Background: an optimization exercise with open tools, aiming at small area. Do not read the settings as production practice.
At most, simulation tests tie the RTL to the original design; equivalence was not proved.
No driver is modelled on the clock port, so clock power and skew are understated where the tree is cut down; a real chip needs a root buffer or a tree.
Power and IR drop assume default switching activity.

==> flow/design.v (excerpt) <==
module ATM_top(
    input        clk,         
    input        rst,         
    input  [1:0] mode,
    input  [11:0] keypad,
    input        load,
    output       auth,
    output [2:0] nstate,
    output [6:0] seg,
    output [3:0] an,
    output       dp
);
    wire [7:0] bal;
    ATM atm_fsm(
        .clk(clk),
        .rst(rst),
        .mode(mode),
        .keypad(keypad),
        .load(load),
        .auth(auth),
        .nstate(nstate),
        .bal(bal)
    );
    seven_seg_display_bal display_unit(
        .clk(clk),
        .rst(rst),
        .bal(bal),
        .seg(seg),
        .an(an),
        .dp(dp)
    );
endmodule
==> module ATM, before the edit <==
module ATM(
    input            clk,
    input            rst,
    input  [1:0]     mode,
    input  [11:0]    keypad,
    input            load,
    output [2:0]     nstate,
    output           auth,
    output [7:0]     bal
);
    reg [2:0] st;
    reg       kv;           
    reg [1:0] ki;           
    reg [1:0] acc;          
    reg [7:0] nbal;         
    reg [7:0] db0, db1, db2, db3;
    assign bal    = ~nbal;
    assign nstate = {st[2] & ~st[1], st[1] & ~st[2], st[0]};
    assign auth   = st[2] | st[1];
    wire s_bal = st == 3'd3;
    wire s_wd  = st == 3'd4;
    wire s_tr  = st == 3'd5;
    wire [3:0] ka = keypad[11:8];
    wire [7:0] kp = keypad[7:0];
    wire m0 = keypad == 12'hA11;
    wire m1 = keypad == 12'hB22;
    wire m2 = keypad == 12'hC33;
    wire m3 = keypad == 12'hD44;
    reg [7:0] src, tgb;
    always @(*) begin
        case (acc)
            2'd0: src = db0;
            2'd1: src = db1;
            2'd2: src = db2;
            default: src = db3;
        endcase
    end
    wire       tv = ka[3] & (ka[2] ^ ka[1]);      
    wire [1:0] ti = {~ka[1], ka[0]};              
    always @(*) begin
        case (ti)
            2'd0: tgb = db0;
            2'd1: tgb = db1;
            2'd2: tgb = db2;
            default: tgb = db3;
        endcase
    end
    wire [7:0] amt  = kp & {8{st[2]}};
    wire [8:0] dif9 = {1'b0, src} - {1'b0, amt};
    wire [7:0] diff = dif9[7:0];
    wire       a_le = ~dif9[8];                   
    wire       a_nz = |kp;
    wire [8:0] sum9 = {1'b0, tgb} + {1'b0, kp};
    wire       s_ok = ~sum9[8] & ~(&sum9[7:0]);   
    wire ok_w = a_nz & a_le;
    wire ok_t = ok_w & tv & (ti != acc) & s_ok;
    wire do_w = s_wd & load & ok_w;
    wire do_t = s_tr & load & ok_t;
    wire we_s = do_w | do_t;      
    wire [3:0] sa  = {acc == 2'd3, acc == 2'd2, acc == 2'd1, acc == 2'd0};
    wire [3:0] ta  = {ti == 2'd3, ti == 2'd2, ti == 2'd1, ti == 2'd0};
    wire [3:0] wdv = {4{we_s}} & sa;
    wire [3:0] wsv = {4{do_t}} & ta;
    wire [3:0] sd = wdv & {4{~rst}};
    wire [3:0] ss = wsv & {4{~rst}};
    wire [3:0] sh = ~wdv & ~wsv & {4{~rst}};
    localparam [31:0] INIT = {8'd40, 8'd200, 8'd175, 8'd50};
    wire [31:0] dbq = {db3, db2, db1, db0};
    wire [31:0] dbd;
    genvar gi;
    generate for (gi = 0; gi < 32; gi = gi + 1) begin : g_db
        assign dbd[gi] = (INIT[gi] & rst) | (sd[gi/8] & diff[gi%8]) |
                         (ss[gi/8] & sum9[gi%8]) | (sh[gi/8] & dbq[gi]);
    end endgenerate
    always @(posedge clk) {db3, db2, db1, db0} <= dbd;
    always @(posedge clk) begin
        if (load) begin
            ki <= {m2 | m3, m1 | m3};
        end
        if (st == 3'd1 && kv)
            acc <= ki;
    end
    always @(posedge clk) begin
        if (rst) begin
            st   <= 3'd0;
            kv   <= 1'b0;
            nbal <= 8'hff;
        end else begin
            if (load)
                kv <= m0 | m1 | m2 | m3;
            case (st)
                3'd1: if (kv) st <= 3'd2;
                3'd2: st <= {mode[1], ~mode[1], mode[0]};
                3'd3: st <= 3'd2;
                3'd4, 3'd5: if (load) st <= we_s ? 3'd0 : 3'd6;
                default: st <= 3'd1;
            endcase
            if (s_bal | do_w) nbal <= ~diff;
        end
    end
endmodule
Settings: LEC_CHECK=0, ABC_AREA=1, CAP_MARGIN=20, CORE_MARGIN=2, CORE_UTILIZATION=40, GPL_TIMING_DRIVEN=0, PLACE_DENSITY=0.6, SLEW_MARGIN=20; clock period 10.0 ns.
standard.sh (not shown) runs the stock make flow with config.mk's settings and CLKGATE_MAP_FILE= SYNTH_SCRIPT=/design/flow/synth_recipe.tcl, a recipe that flattens the netlist after the stock synthesis.
==> flow/flow/run.sh <==
#!/bin/bash
# Own layout flow: the standard synthesis, then the combinational logic
# between the (unchanged) flip-flops is re-mapped for area with a stronger ABC
# script, then the standard layout with small port buffers and a lighter
# clock tree. Each tool's output goes to a log file in the work folder.
set -euo pipefail
WORK=$(pwd)
FLOWDIR=$WORK/flow
YOSYS=${YOSYS_EXE:-/OpenROAD-flow-scripts/tools/install/yosys/bin/yosys}
R=$WORK/orfs/results/$FLOW_PLATFORM/ATM_top/base

# 1. standard synthesis, unchanged
bash standard.sh synth > $WORK/1_synth_standard.log 2>&1

# 2. re-map the combinational logic (flip-flops kept as they are): ABC's
#    deepsyn with several random seeds and two mappings, in rounds, each round
#    starting from the smallest netlist so far; keep the smallest
LIBF=$FLOW_HOME/platforms/$FLOW_PLATFORM/lib/sky130_fd_sc_hd__tt_025C_1v80.lib
RM=$WORK/remap
mkdir -p $RM
cp $R/1_2_yosys.v $WORK/1_2_yosys_standard.v
remap_one() {  # round seed map
  local tag=r$1_s$2_m$3 amap="amap"
  [[ $3 == 2 ]] && amap="amap -x"
  echo "strash; &get -n; &deepsyn -T 10 -S $2; &put; dch -f; $amap; topo" > $RM/$tag.abc
  LIB=$LIBF TOP=$FLOW_TOP IN=$RM/in_r$1.v OUT=$RM/$tag.v ABCSCR=$RM/$tag.abc \
  DONT_USE="*lpflow* *probe*" timeout 600 $YOSYS -c $FLOWDIR/remap.tcl > $RM/$tag.log 2>&1 || true
}
export -f remap_one
export RM LIBF FLOW_TOP YOSYS FLOWDIR
best=$WORK/1_2_yosys_standard.v
besta=""
for round in 1 2; do
  cp $best $RM/in_r$round.v
  nseed=24; [[ $round == 2 ]] && nseed=8
  for seed in $(seq 1 $nseed); do for m in 1 2; do echo "$round $seed $m"; done; done \
    | xargs -P ${NUM_CORES:-4} -L 1 bash -c 'remap_one $0 $1 $2'
  for f in $RM/r${round}_*.v.stat; do
    a=$(awk '/Chip area for module/ {print $NF}' $f)
    echo "$(basename $f .stat) $a" >> $WORK/1_remap_choice.log
  done
  # smallest candidate so far that is proven equivalent to the standard netlist
  for b in $(for f in $RM/r${round}_*.v.stat; do echo "$(awk '/Chip area for module/ {print $NF}' $f) ${f%.stat}"; done | sort -g | cut -d' ' -f2); do
    a=$(awk '/Chip area for module/ {print $NF}' $b.stat)
    if [[ -n "$besta" ]] && ! awk -v a="$a" -v b="$besta" 'BEGIN{exit !(a < b)}'; then break; fi
    if LIB=$LIBF TOP=$FLOW_TOP GOLD=$WORK/1_2_yosys_standard.v GATE=$b \
         timeout 900 $YOSYS -c $FLOWDIR/eq.tcl > $b.eq.log 2>&1; then
      best=$b
      besta=$a
      break
    fi
    echo "$b not proven equivalent" >> $WORK/1_remap_choice.log
  done
  echo "round $round best $best" >> $WORK/1_remap_choice.log
done
cp $best $WORK/1_2_yosys_remap.v
cp $best $R/1_2_yosys.v
rm -f $R/1_synth.odb $R/1_synth.sdc

# 3. standard floorplan and placement, with small port buffers
export BUFFER_PORTS_ARGS="-buffer_cell sky130_fd_sc_hd__buf_1"
bash standard.sh place > $WORK/2_place_standard.log 2>&1

# 4. clock distribution (flow/clock.tcl) in place of TritonCTS
RESULTS_DIR=$R LIB=$FLOW_HOME/platforms/$FLOW_PLATFORM/lib/sky130_fd_sc_hd__tt_025C_1v80.lib \
PLATFORM_DIR=$FLOW_HOME/platforms/$FLOW_PLATFORM CLOCK_PORT=clk \
CLKBUF_LIST="sky130_fd_sc_hd__clkbuf_4 sky130_fd_sc_hd__buf_6 sky130_fd_sc_hd__clkbuf_8 sky130_fd_sc_hd__buf_8 sky130_fd_sc_hd__buf_12 sky130_fd_sc_hd__clkbuf_16" SLEW_TARGET=0.112 NGROUP=4 \
  ${OPENROAD_EXE:-$FLOW_HOME/../tools/install/OpenROAD/bin/openroad} -no_init -exit $FLOWDIR/clock.tcl > $WORK/3_clock_openroad.log 2>&1

# 5. standard routing and finishing
bash standard.sh finish > $WORK/4_route_standard.log 2>&1
Other scripts of this flow, unchanged in this note and not shown: flow/flow/clock.tcl, flow/flow/eq.tcl, flow/flow/remap.tcl
Rerun with:
--- a/flow/design.v
+++ b/flow/design.v
@@ -73,8 +73,11 @@
         assign dbd[gi] = (INIT[gi] & rst) | (sd[gi/8] & diff[gi%8]) |
                          (ss[gi/8] & sum9[gi%8]) | (sh[gi/8] & dbq[gi]);
     end endgenerate
     always @(posedge clk) {db3, db2, db1, db0} <= dbd;
+    wire be = (s_bal | do_w) & ~rst;
+    wire bh = ~(s_bal | do_w) & ~rst;
+    always @(posedge clk) nbal <= {8{rst}} | ({8{be}} & ~diff) | ({8{bh}} & nbal);
     always @(posedge clk) begin
         if (load) begin
             ki <= {m2 | m3, m1 | m3};
         end
@@ -84,9 +87,8 @@
     always @(posedge clk) begin
         if (rst) begin
             st   <= 3'd0;
             kv   <= 1'b0;
-            nbal <= 8'hff;
         end else begin
             if (load)
                 kv <= m0 | m1 | m2 | m3;
             case (st)
@@ -95,9 +97,8 @@
                 3'd3: st <= 3'd2;
                 3'd4, 3'd5: if (load) st <= we_s ? 3'd0 : 3'd6;
                 default: st <= 3'd1;
             endcase
-            if (s_bal | do_w) nbal <= ~diff;
         end
     end
 endmodule
 module seven_seg_display_bal(
After rerunning: Worst setup slack improved by 0.12 ns; total power decreases by 1.0%; routed wire length decreases by 0.47%; global-route usage decreases by 0.30 points; clock power stays flat; cell area increases by 0.42%.
No run of this note takes its clock network from TritonCTS; it comes from the design's own scripts or RTL.

## pine
ATM_top, a different RTL version from the one above (not shown whole).
==> module ATM, before the edit <==
module ATM(
    input            clk,
    input            rst,
    input  [1:0]     mode,
    input  [11:0]    keypad,
    input            load,
    output [2:0]     nstate,
    output           auth,
    output [7:0]     bal
);
    reg [2:0] nst;          
    wire [2:0] st = ~nst;
    reg       kv;           
    reg [1:0] ki;           
    reg [1:0] acc;          
    reg [7:0] nbal;         
    reg [7:0] db0, db1, db2, db3;
    assign bal    = ~nbal;
    assign nstate = {st[2] & ~st[1], st[1] & ~st[2], st[0]};
    assign auth   = st[2] | st[1];
    wire s_bal = st == 3'd3;
    wire s_wd  = st == 3'd4;
    wire s_tr  = st == 3'd5;
    wire [3:0] ka = keypad[11:8];
    wire [7:0] kp = keypad[7:0];
    wire m0 = keypad == 12'hA11;
    wire m1 = keypad == 12'hB22;
    wire m2 = keypad == 12'hC33;
    wire m3 = keypad == 12'hD44;
    reg [7:0] src, tgb;
    always @(*) begin
        case (acc)
            2'd0: src = db0;
            2'd1: src = db1;
            2'd2: src = db2;
            default: src = db3;
        endcase
    end
    wire       tv = ka[3] & (ka[2] ^ ka[1]);      
    wire [1:0] ti = ka[1:0];                      
    always @(*) begin
        case (ti)
            2'd0: tgb = db0;
            2'd1: tgb = db1;
            2'd2: tgb = db2;
            default: tgb = db3;
        endcase
    end
    wire [7:0] amt  = kp & {8{st[2]}};
    wire [8:0] dif9 = {1'b0, src} - {1'b0, amt};
    wire [7:0] diff = dif9[7:0];
    wire       a_le = ~dif9[8];                   
    wire       a_nz = |kp;
    wire [8:0] sum9 = {1'b0, tgb} + {1'b0, kp};
    wire       s_ok = ~sum9[8] & ~(&sum9[7:0]);   
    wire ok_w = a_nz & a_le;
    wire ok_t = ok_w & tv & (ti != acc) & s_ok;
    wire do_w = s_wd & load & ok_w;
    wire do_t = s_tr & load & ok_t;
    wire we_s = do_w | do_t;      
    wire [3:0] sa  = {acc == 2'd3, acc == 2'd2, acc == 2'd1, acc == 2'd0};
    wire [3:0] ta  = {ti == 2'd3, ti == 2'd2, ti == 2'd1, ti == 2'd0};
    wire [3:0] wdv = {4{we_s}} & sa;
    wire [3:0] wsv = {4{do_t}} & ta;
    wire [3:0] sd = wdv & {4{~rst}};
    wire [3:0] ss = wsv & {4{~rst}};
    wire [3:0] sh = ~wdv & ~wsv & {4{~rst}};
    localparam [31:0] INIT = {8'd175, 8'd50, 8'd40, 8'd200};    
    wire [31:0] dbq = {db3, db2, db1, db0};
    wire [31:0] dbd;
    genvar gi;
    generate for (gi = 0; gi < 32; gi = gi + 1) begin : g_db
        assign dbd[gi] = (INIT[gi] & rst) | (sd[gi/8] & diff[gi%8]) |
                         (ss[gi/8] & sum9[gi%8]) | (sh[gi/8] & dbq[gi]);
    end endgenerate
    always @(posedge clk) {db3, db2, db1, db0} <= dbd;
    always @(posedge clk) begin
        if (load) begin
            ki <= keypad[9:8];
        end
        if (st == 3'd1 && kv)
            acc <= ki;
    end
    always @(posedge clk) begin
        if (rst) begin
            nst  <= 3'b111;
            kv   <= 1'b0;
            nbal <= 8'hff;
        end else begin
            if (load)
                kv <= m0 | m1 | m2 | m3;
            case (st)
                3'd1: if (kv) nst <= ~3'd2;
                3'd2: nst <= ~{mode[1], ~mode[1], mode[0]};
                3'd3: nst <= ~3'd2;
                3'd4, 3'd5: if (load) nst <= we_s ? ~3'd0 : ~3'd6;
                default: nst <= ~3'd1;
            endcase
            if (s_bal | do_w) nbal <= ~diff;
        end
    end
endmodule
export LEC_CHECK = 0
export ABC_AREA = 1
export CAP_MARGIN = 0
export CORE_MARGIN = 2
export CORE_UTILIZATION = 40
export GPL_TIMING_DRIVEN = 0
export PLACE_DENSITY = 0.8
export SLEW_MARGIN = 0
create_clock -name core_clock -period 10.0 [get_ports {clk}]
==> flow/flow/run.sh <==
#!/bin/bash
# Own layout flow: the standard synthesis, then the combinational logic
# between the (unchanged) flip-flops is re-mapped for area with a stronger ABC
# script, then the standard layout with small port buffers and a lighter
# clock tree. Each tool's output goes to a log file in the work folder.
set -euo pipefail
WORK=$(pwd)
FLOWDIR=$WORK/flow
YOSYS=${YOSYS_EXE:-/OpenROAD-flow-scripts/tools/install/yosys/bin/yosys}
R=$WORK/orfs/results/$FLOW_PLATFORM/ATM_top/base

# 1. standard synthesis, unchanged
bash standard.sh synth > $WORK/1_synth_standard.log 2>&1

# 2. re-map the combinational logic (flip-flops kept as they are): ABC's
#    deepsyn with several random seeds and two mappings, in rounds, each round
#    starting from the smallest netlist so far, until a round brings no
#    improvement; keep the smallest
LIBF=$FLOW_HOME/platforms/$FLOW_PLATFORM/lib/sky130_fd_sc_hd__tt_025C_1v80.lib
RM=$WORK/remap
mkdir -p $RM
cp $R/1_2_yosys.v $WORK/1_2_yosys_standard.v
remap_one() {  # round seed map
  local tag=r$1_s$2_m$3 amap="amap"
  [[ $3 == 2 ]] && amap="amap -x"
  echo "strash; &get -n; &deepsyn -T 10 -S $2; &put; dch -f; $amap; topo" > $RM/$tag.abc
  LIB=$LIBF TOP=$FLOW_TOP IN=$RM/in_r$1.v OUT=$RM/$tag.v ABCSCR=$RM/$tag.abc \
  DONT_USE="*lpflow* *probe*" timeout 600 $YOSYS -c $FLOWDIR/remap.tcl > $RM/$tag.log 2>&1 || true
}
export -f remap_one
export RM LIBF FLOW_TOP YOSYS FLOWDIR
best=$WORK/1_2_yosys_standard.v
besta=""
for round in 1 2 3 4 5; do
  prev=$besta
  cp $best $RM/in_r$round.v
  nseed=8; if [[ $round == 1 ]]; then nseed=24; fi
  for seed in $(seq 1 $nseed); do for m in 1 2; do echo "$round $seed $m"; done; done \
    | xargs -P ${NUM_CORES:-4} -L 1 bash -c 'remap_one $0 $1 $2'
  for f in $RM/r${round}_*.v.stat; do
    a=$(awk '/Chip area for module/ {print $NF}' $f)
    echo "$(basename $f .stat) $a" >> $WORK/1_remap_choice.log
  done
  # smallest candidate so far that is proven equivalent to the standard netlist
  for b in $(for f in $RM/r${round}_*.v.stat; do echo "$(awk '/Chip area for module/ {print $NF}' $f) ${f%.stat}"; done | sort -g | cut -d' ' -f2); do
    a=$(awk '/Chip area for module/ {print $NF}' $b.stat)
    if [[ -n "$besta" ]] && ! awk -v a="$a" -v b="$besta" 'BEGIN{exit !(a < b)}'; then break; fi
    if LIB=$LIBF TOP=$FLOW_TOP GOLD=$WORK/1_2_yosys_standard.v GATE=$b \
         timeout 900 $YOSYS -c $FLOWDIR/eq.tcl > $b.eq.log 2>&1; then
      best=$b
      besta=$a
      break
    fi
    echo "$b not proven equivalent" >> $WORK/1_remap_choice.log
  done
  echo "round $round best $best" >> $WORK/1_remap_choice.log
  # stop once a round brings no improvement
  if [[ "$besta" == "$prev" ]]; then break; fi
done
cp $best $WORK/1_2_yosys_remap.v
cp $best $R/1_2_yosys.v
rm -f $R/1_synth.odb $R/1_synth.sdc

# 3. standard floorplan and placement, with small port buffers
export BUFFER_PORTS_ARGS="-buffer_cell sky130_fd_sc_hd__buf_1"
bash standard.sh place > $WORK/2_place_standard.log 2>&1

# 4. clock distribution (flow/clock.tcl) in place of TritonCTS
RESULTS_DIR=$R LIB=$FLOW_HOME/platforms/$FLOW_PLATFORM/lib/sky130_fd_sc_hd__tt_025C_1v80.lib \
PLATFORM_DIR=$FLOW_HOME/platforms/$FLOW_PLATFORM CLOCK_PORT=clk \
CLKBUF_LIST="sky130_fd_sc_hd__clkbuf_4 sky130_fd_sc_hd__buf_6 sky130_fd_sc_hd__clkbuf_8 sky130_fd_sc_hd__buf_8 sky130_fd_sc_hd__buf_12 sky130_fd_sc_hd__clkbuf_16" SLEW_TARGET=0.112 NGROUP=4 \
  ${OPENROAD_EXE:-$FLOW_HOME/../tools/install/OpenROAD/bin/openroad} -no_init -exit $FLOWDIR/clock.tcl > $WORK/3_clock_openroad.log 2>&1

# 5. standard routing and finishing
bash standard.sh finish > $WORK/4_route_standard.log 2>&1
Other scripts of this flow, unchanged in this note and not shown: flow/flow/clock.tcl, flow/flow/eq.tcl, flow/flow/remap.tcl
--- input diff pine..birch ---
--- a/flow/design.v
+++ b/flow/design.v
@@ -8,10 +8,9 @@
     output [2:0]     nstate,
     output           auth,
     output [7:0]     bal
 );
-    reg [2:0] nst;          
-    wire [2:0] st = ~nst;
+    reg [2:0] st;
     reg       kv;           
     reg [1:0] ki;           
     reg [1:0] acc;          
     reg [7:0] nbal;         
@@ -83,20 +82,20 @@
             acc <= ki;
     end
     always @(posedge clk) begin
         if (rst) begin
-            nst  <= 3'b111;
+            st   <= 3'd0;
             kv   <= 1'b0;
             nbal <= 8'hff;
         end else begin
             if (load)
                 kv <= m0 | m1 | m2 | m3;
             case (st)
-                3'd1: if (kv) nst <= ~3'd2;
-                3'd2: nst <= ~{mode[1], ~mode[1], mode[0]};
-                3'd3: nst <= ~3'd2;
-                3'd4, 3'd5: if (load) nst <= we_s ? ~3'd0 : ~3'd6;
-                default: nst <= ~3'd1;
+                3'd1: if (kv) st <= 3'd2;
+                3'd2: st <= {mode[1], ~mode[1], mode[0]};
+                3'd3: st <= 3'd2;
+                3'd4, 3'd5: if (load) st <= we_s ? 3'd0 : 3'd6;
+                default: st <= 3'd1;
             endcase
             if (s_bal | do_w) nbal <= ~diff;
         end
     end
==> summary.txt <==
birch ends up with a worst setup slack that is 400 ps higher than in pine.
Taking pine as the reference, in birch synthesized area went down about 1%; final cell count moved up.
| average cell area after synthesis | lower: birch |
| wire length of the first global-routing pass | birch vs pine | 4.5% higher |
Function not checked in pine: the RTL went through the layout flow alone. In every run of this note, the design's own scripts or RTL, not TritonCTS, make the clock network.

-- port drivers added, routing unchanged --
No port has a modelled driver above. Below, the same layouts with a new extraction and two added sets of constraints.
Step 1 sets driving cells, clkbuf_16 on the clock port and buf_2 on the other inputs (assumed; they add their load-dependent delay and slew).
Step 2, shift: input delay + t, output delay - t, t = (earliest + latest rising clock arrival at the registers) / 2. This alone moves slack from input paths to output paths.
Three values: ideal, step 1, step 2; two values: the first two.
run | shift t [ns] | setup slack, ns | worst hold slack (ns) | clock arrival spread, ns | worst register clock-pin slew, ns
the first run of note 1 | 0.204 | 2.581 / 2.632 / 2.428 | 0.392 / 0.392 / 0.392 | 0.017 / 0.017 | 0.11 / 0.11
the second run of note 1 | 0.200 | 2.702 / 2.753 / 2.553 | 0.390 / 0.390 / 0.390 | 0.024 / 0.024 | 0.11 / 0.11
pine | 0.222 | 1.787 / 1.723 / 1.945 | 0.392 / 0.392 / 0.392 | 0.018 / 0.017 | 0.11 / 0.11
birch | 0.220 | 2.189 / 2.228 / 2.009 | 0.392 / 0.392 / 0.392 | 0.010 / 0.009 | 0.10 / 0.10
After both steps setup and hold are still met in every run listed. The setup slack of birch, which loses most, moves by +0.039 ns with the drivers and by -0.180 ns with both steps.
